Context: an optimization exercise on an open-source flow, tuned for small area. The choices shown serve that exercise and are no tape-out recipe.
Function was checked by simulation only, so behaviour that the tests miss may differ from the original.
The flow treats the clock pin as an ideal source. Dropping or thinning the clock tree relies on that and would not hold on a real chip.
Power is estimated from default activity; no workload was simulated.

// top
module top (
    input clk,
    input reset,
    output RGB_R,
    output RGB_G,
    output RGB_B
);
For scale: ~180 cells after synthesis, about 29 flip-flops, roughly 5 I/O pins.
export LEC_CHECK = 0
export CAP_MARGIN = 20
export CORE_AREA = 2 2 62 62
export DIE_AREA = 0 0 64 64
export PLACE_DENSITY = 0.95
export SLEW_MARGIN = 20
create_clock -name core_clock -period 5.0 [get_ports {clk}]
standard.sh (not shown) runs the stock make flow with config.mk's settings and CLKGATE_MAP_FILE= SYNTH_SCRIPT=/design/flow/synth_recipe.tcl, a recipe that flattens the netlist after the stock synthesis.
==> flow/flow/run.sh <==
#!/bin/bash
set -euo pipefail
W=$(pwd)
F=$W/flow
{ head -n 1 synth_recipe.tcl; cat "$F/abc_proc.tcl"; tail -n +2 synth_recipe.tcl; } > my_synth.tcl
sed "s#SYNTH_SCRIPT=[^ ]*#SYNTH_SCRIPT=$W/my_synth.tcl#" standard.sh > my_standard.sh
grep -q "SYNTH_SCRIPT=$W/my_synth.tcl" my_standard.sh
best=""
best_area=""
for script in "$F"/abc*.script; do
  rm -rf orfs
  MY_ABC_SCRIPT=$script bash my_standard.sh synth > "synth_$(basename "$script" .script).log" 2>&1
  area=$(awk '/Chip area for (top )?module/ {a=$NF} END {print a}' orfs/reports/*/top/base/synth_stat.txt)
  echo "$script: $area" >> synth_choice.log
  if [[ -z "$best" ]] || awk -v a="$area" -v b="$best_area" 'BEGIN {exit !(a < b)}'; then
    best=$script
    best_area=$area
  fi
done
echo "chosen: $best ($best_area)" >> synth_choice.log
rm -rf orfs
export MY_ABC_SCRIPT=$best
export POST_CTS_TCL=$F/cts_post.tcl
export CLK_NET_NAME=clk
export CLK_CONFIGS="1 sky130_fd_sc_hd__clkbuf_8 2 sky130_fd_sc_hd__clkbuf_4 3 sky130_fd_sc_hd__clkbuf_4 1 sky130_fd_sc_hd__clkbuf_16 2 sky130_fd_sc_hd__clkbuf_8 3 sky130_fd_sc_hd__clkbuf_8 4 sky130_fd_sc_hd__clkbuf_8"
export CLK_SLEW_TARGET=0.112
export BUFFER_PORTS_ARGS="-buffer_cell sky130_fd_sc_hd__buf_1"
bash my_standard.sh > flow.log 2>&1
==> flow/flow/abc5.script <==
strash
&get -n
&deepsyn -T 20
&put
dch -f
amap
topo
==> flow/flow/abc6.script <==
strash
&get -n
&deepsyn -T 15
&put
dch -f
amap
topo
strash
dch -f
amap
topo
==> flow/flow/abc7.script <==
strash
&get -n
&deepsyn -T 15
&put
dch
amap
topo
Other scripts of this flow, unchanged in this note and not shown: flow/flow/abc1.script, flow/flow/abc2.script, flow/flow/abc3.script, flow/flow/abc4.script, flow/flow/abc_proc.tcl, flow/flow/cts_post.tcl
The first run finished clean.
==> next run, changes <==
removed: flow/flow/abc5.script
removed: flow/flow/abc6.script
removed: flow/flow/abc7.script
Effect:
- final area increases by a few percent
- sequential share of layout area decreases by 1.4 points
- routed wire length increases by a few percent
- sequential cell count stays the same
- power decreases slightly
- hold slack loses 0.019 ns
- via count increases by a little under a tenth
- final cell count increases by a few percent
- global-route usage increases by 0.63 points
In every run of this note, the design's own scripts or RTL, not TritonCTS, make the clock network.

---

The RTL this note starts from:
==> flow/design.v <==
module pwm (
    input  logic       clk,
    input  logic       reset,
    output logic [8:0] q,
    output logic       step
);
    localparam logic [9:0] C_START = 10'd51;
    localparam logic [9:0] C_LAST  = 10'd356;
    localparam logic [9:0] C_MASK  = 10'b0010111011;
    logic [1:0] r;
    logic [9:0] c;
    logic       low7;
    logic       c_last, q_wrap, q_clr;
    logic [8:0] cy;
    assign c_last = ((c ^ C_LAST) & C_MASK) == 10'd0;
    assign q_wrap = r[1] & q[8] & q[7] & q[3] & q[2] & q[1] & q[0];
    assign q_clr  = reset | q_wrap;
    always_comb begin
        for (int i = 0; i < 9; i++)
            cy[i] = r[1] & ((q | ~(9'h1ff >> (9 - i))) == 9'h1ff);
    end
    always_ff @(posedge clk) begin
        r[1] <= !reset && r[0];
        r[0] <= !(reset || r[1] || r[0]);
        q <= q_clr ? 9'd0 : q ^ cy;
        if (reset || c_last)
            c <= C_START;
        else
            c <= {c[8:0], c[9] ^ c[6]};
    end
    always_comb begin
        case (r)
            2'd0:    low7 = (q[2:0] == 3'd5);
            2'd1:    low7 = (q[2:0] == 3'd2);
            default: low7 = (q[2:0] == 3'd7);
        endcase
    end
    assign step = c_last && low7;
endmodule
module cycle (
    input  logic       clk,
    input  logic       reset,
    input  logic       step,
    output logic [8:0] k,
    output logic [2:0] s,
    output logic       first
);
    logic       down, seg_end;
    logic [8:0] tog;
    assign down = s[0] ^ s[1] ^ s[2];
    always_comb begin
        tog[0] = step;
        for (int i = 1; i < 9; i++)
            tog[i] = tog[i-1] & (k[i-1] ^ down);
    end
    assign seg_end = step && (down ? (k[8:1] == 8'd0)
                                   : (k[8] & k[7] & k[3] & k[2] & k[1] & k[0]));
    always_ff @(posedge clk) begin
        if (reset) begin
            k <= 9'd1;
            s <= 3'b100;
            first <= 1'b1;
        end else begin
            k <= k ^ tog;
            if (seg_end)
                s <= {s[1:0], ~s[2]};
            if (step && s[1])
                first <= 1'b0;
        end
    end
endmodule
module top (
    input clk,
    input reset,
    output RGB_R,
    output RGB_G,
    output RGB_B
);
    logic [8:0] q, k;
    logic [2:0] s;
    logic step, first;
    logic cin, lit;
    logic r_on, g_on, b_on;
    logic [9:0] cy;
    pwm   carrier (.clk(clk), .reset(reset), .q(q), .step(step));
    cycle seq (.clk(clk), .reset(reset), .step(step), .k(k), .s(s), .first(first));
    assign cin = first & s[0];
    always_comb begin
        cy[0] = cin;
        for (int i = 0; i < 9; i++)
            cy[i+1] = (k[i] & ~q[i]) | (cy[i] & (k[i] | ~q[i]));
    end
    assign lit = cy[9];
    always_comb begin
        r_on = first ? (!s[2] && lit)
                     : (s[0] ^ s[1]) ? lit : !s[0];
        g_on = (s[0] ^~ s[2]) ? lit : s[0];
        b_on = !first && ((s[1] ^ s[2]) ? lit : s[1]);
    end
    assign RGB_R = ~r_on;
    assign RGB_G = ~g_on;
    assign RGB_B = ~b_on;
endmodule
export LEC_CHECK = 0
export CAP_MARGIN = 20
export CORE_AREA = 2 2 62 62
export DIE_AREA = 0 0 64 64
export SLEW_MARGIN = 20
create_clock -name core_clock -period 5.0 [get_ports {clk}]
Scripts as last shown in full above: flow/flow/run.sh
Other scripts of this flow, unchanged in this note and not shown: flow/flow/abc1.script, flow/flow/abc2.script, flow/flow/abc3.script, flow/flow/abc4.script, flow/flow/abc_proc.tcl, flow/flow/cts_post.tcl
Rerun with:
Settings changed: PLACE_DENSITY from default to 0.95.
The changed run completed with no timing, DRC or antenna violations.
Utilization is lower by 0.41 points.
Clock power goes down by about a fifth.
Maximum frequency shrinks by a few percent.
Wire length shrinks slightly.
Worst setup slack degrades by 0.079 ns.
Clock skew falls by 0.014 ns.
Register-to-register slack hardly moves.
Power is lower by a few percent.
No run of this note takes its clock network from TritonCTS; it comes from the design's own scripts or RTL.

## port drivers added, routing unchanged
The results above use ideal ports. As a check the final layouts listed here were re-extracted and re-timed, cells and wires unchanged. Step 1 assumes that a clkbuf_16 drives the clock port and a buf_2 every other input. Step 2 adds t to the input delays and takes it off the output delays; t is the mean of the earliest and latest rising clock arrival at the registers after step 1. Input paths then give back, and output paths get back, about the clock's delay inside the block. Slacks: ideal / step 1 / step 2; pairs: ideal / step 1.
| run | shift t [ns] | slack for setup (ns) | slew at the worst register clock pin (ns) |
|---|---|---|---|
| the first run of note 1 | 0.197 | 1.290 / 1.290 / 1.290 | 0.11 / 0.11 |
| the second run of note 1 | 0.191 | 0.941 / 0.941 / 0.941 | 0.10 / 0.10 |
| the first run of note 2 | 0.176 | 1.316 / 1.316 / 1.316 | 0.08 / 0.08 |
| the second run of note 2 | 0.190 | 1.236 / 1.201 / 1.327 | 0.10 / 0.10 |
After both steps setup and hold are still met in every run listed.
